From an optimization exercise on the open Yosys and OpenROAD flow, aimed at small area, a short achievable clock period and few clock cycles; shortcuts taken in it are not production practice.
The RTL was checked by simulation tests, not by an equivalence proof against the original design.

==> module sqrt, before the edit <==
module sqrt
  #( parameter I_WIDTH = 16,
               F_WIDTH = 16)
  (input [I_WIDTH+F_WIDTH-1:0] N_in,
   output [I_WIDTH+F_WIDTH-1:0] out,
   input clk, rst, in_valid,
   output reg out_valid, ready
  );
  reg st_i, st_m, st_t, st_s, st_f;
  reg [31:0] N;
  reg        nsmall;            
  reg [24:0] X;
  reg [17:0] R_old;
  reg [31:0] ma;
  reg [12:0] mb_one, mb_two;    
  reg [12:0] mb_neg;
  reg [3:0] j;
  always @ (*) begin
    if      (N > 32'h4000_0000) j = 4'd15;
    else if (N > 32'h1000_0000) j = 4'd14;
    else if (N > 32'h0400_0000) j = 4'd13;
    else if (N > 32'h0100_0000) j = 4'd12;
    else if (N > 32'h0040_0000) j = 4'd11;
    else if (N > 32'h0010_0000) j = 4'd10;
    else if (N > 32'h0004_0000) j = 4'd9;
    else if (N > 32'h0001_0000) j = 4'd8;
    else if (N > 32'h0000_4000) j = 4'd7;
    else if (N > 32'h0000_1000) j = 4'd6;
    else if (N > 32'h0000_0400) j = 4'd5;
    else if (N > 32'h0000_0100) j = 4'd4;
    else if (N > 32'h0000_0040) j = 4'd3;
    else if (N > 32'h0000_0010) j = 4'd2;
    else if (N > 32'h0000_0004) j = 4'd1;
    else                        j = 4'd0;
  end
  wire [45:0] n_sh  = {N, 14'd0} >> {j, 1'b0};
  wire [17:0] R0    = 18'h3_0000 - n_sh[17:0];
  wire [23:0] x1_sh = {R0, 6'd0} >> j;
  wire [24:0] x0    = 25'h080_0000 >> j;
  wire [17:0] R      = ma[17:0];
  wire        cont   = (R <= R_old);
  wire        same   = (ma == {7'd0, X});
  assign out = ma;
  wire [47:0] prod;
  mul32x25 mul (.a(ma), .one(mb_one), .two(mb_two), .neg(mb_neg), .m(st_m), .p(prod));
  function [38:0] booth;
    input [24:0] v;
    input        n;
    reg [26:0] w;
    integer k;
    begin
      w = {1'b0, v, 1'b0};
      for (k = 0; k < 13; k = k + 1) begin
        booth[k]      = w[2*k+1] ^ w[2*k];
        booth[13 + k] = (w[2*k+2] & ~w[2*k+1] & ~w[2*k]) | (~w[2*k+2] & w[2*k+1] & w[2*k]);
        booth[26 + k] = (w[2*k+2] & ~(w[2*k+1] & w[2*k])) ^ (n & (booth[k] | booth[13 + k]));
      end
    end
  endfunction
  wire fin = ~(st_i | st_m | st_t | st_s);    
  wire acc = fin & in_valid;
  wire a_prod  = (st_t & cont) | (st_s & ~same & nsmall) | st_f;
  wire a_nprod = st_m;
  wire nzero   = (N == 32'd0);
  wire a_n     = (st_t & ~cont) | (st_s & (same | ~nsmall)) | (st_i & nzero);
  wire b_prod  = (st_t & cont) | (st_s & ~same & ~nsmall);
  wire b_h     = st_m;
  wire b_x     = (st_t & ~cont) | (st_s & same);
  wire b_n     = st_s & ~same & nsmall;
  wire [31:0] ma_early = ({32{a_n}} & N) | ({32{st_i & ~nzero}} & {8'd0, x1_sh});
  wire [31:0] ma_next  = ({32{a_prod}} & prod[47:16]) | ({32{a_nprod}} & {14'd0, prod[33:16]}) | ma_early;
  wire [24:0] mb_early = ({25{b_h}} & {1'b0, X[24:1]}) | ({25{b_x}} & X) | ({25{b_n}} & N[24:0])
                       | ({25{st_i}} & {1'b0, x1_sh});
  wire        b_neg    = st_s & ~same;      
  wire [38:0] bd_early = booth(mb_early, b_neg);
  wire [38:0] bd_prod  = booth(prod[40:16], b_neg);
  wire [38:0] bd_next  = ({39{b_prod}} & bd_prod) | bd_early;
  always @ (posedge clk) begin
    ma     <= ma_next;
    mb_one <= bd_next[12:0];
    mb_two <= bd_next[25:13];
    mb_neg <= bd_next[38:26];
    if (st_t && cont) R_old <= R;
    if (st_s) X <= ma[24:0];
    if (st_i) begin
      X     <= x0;
      R_old <= R0;
    end
    if (fin) begin
      N      <= N_in;
      nsmall <= (N_in[31:25] == 7'd0);
    end
  end
  reg ni, nm, nt, ns, nf;
  always @ (*) begin
    ni = 1'b0; nm = 1'b0; nt = 1'b0; ns = 1'b0; nf = 1'b0;
    if (st_i) begin if (nzero) nf = 1'b1; else ns = 1'b1; end
    if (st_m) nt = 1'b1;
    if (st_t) begin if (cont) ns = 1'b1; else nf = 1'b1; end
    if (st_s) begin if (same) nf = 1'b1; else nm = 1'b1; end
    if (acc) ni = 1'b1;
  end
  always @ (posedge clk) begin
    if (rst) begin
      st_i <= 1'b0; st_m <= 1'b0; st_t <= 1'b0; st_s <= 1'b0; st_f <= 1'b0;
      ready     <= 1'b1;
      out_valid <= 1'b0;
    end else begin
      st_i <= ni; st_m <= nm; st_t <= nt; st_s <= ns; st_f <= nf;
      ready <= ~(ni | nm | nt | ns);
      out_valid <= st_f;
    end
  end
endmodule
Settings: LEC_CHECK=0, CAP_MARGIN=50, CORE_MARGIN=2, CORE_UTILIZATION=40, CTS_CLUSTER_DIAMETER=60, CTS_CLUSTER_SIZE=20, PLACE_DENSITY=0.6, SLEW_MARGIN=60; clock period 30.0 ns.
run.sh (not shown) runs the stock make flow with config.mk's settings and CLKGATE_MAP_FILE= SYNTH_SCRIPT=/design/flow/synth_recipe.tcl, a recipe that flattens the netlist after the stock synthesis.
The baseline completed with no timing, DRC or antenna violations.
Testbench counts at the start, summed over its fixed seeds: cycles 35,140.
Rerun with:
--- a/flow/design.v
+++ b/flow/design.v
@@ -54,5 +54,5 @@
         booth[k]      = w[2*k+1] ^ w[2*k];
         booth[13 + k] = (w[2*k+2] & ~w[2*k+1] & ~w[2*k]) | (~w[2*k+2] & w[2*k+1] & w[2*k]);
-        booth[26 + k] = (w[2*k+2] & ~(w[2*k+1] & w[2*k])) ^ (n & (booth[k] | booth[13 + k]));
+        booth[26 + k] = n ? (~w[2*k+2] & (w[2*k+1] | w[2*k])) : (w[2*k+2] & ~(w[2*k+1] & w[2*k]));
       end
     end
=>
- first-iteration DRC count is lower by 14%
- clock skew is lower by 0.0033 ns
- cell area is lower by 4.6%
- global-route usage is lower by 1.3 points
- clock-buffer cell count is higher by 1
Testbench counts after the change, summed over its fixed seeds: cycles 35,140.

-- static timing again, ports no longer ideal --
In the flow no input, the clock included, has a driving cell. The finished layouts below were timed again as built, in two steps. Step 1 sets driving cells, clkbuf_16 on the clock port and buf_2 on the other inputs (assumed; they add their load-dependent delay and slew). Step 2 moves the port delays by t, midway between the first and last clock arrival at a register: inputs arrive t later, outputs are due t later. That takes back most of the time a late clock gives input paths. a / b / c = ideal / step 1 / step 2; a / b = the first two.
| run | shift t [ns] | setup WS [ns] | cell pins on the clock port's net |
|---|---|---|---|
| the first run | 0.542 | 21.678 / 21.663 / 21.678 | 1 |
| the second run | 0.547 | 21.710 / 21.656 / 21.710 | 1 |
After both steps setup and hold are still met in every run listed.
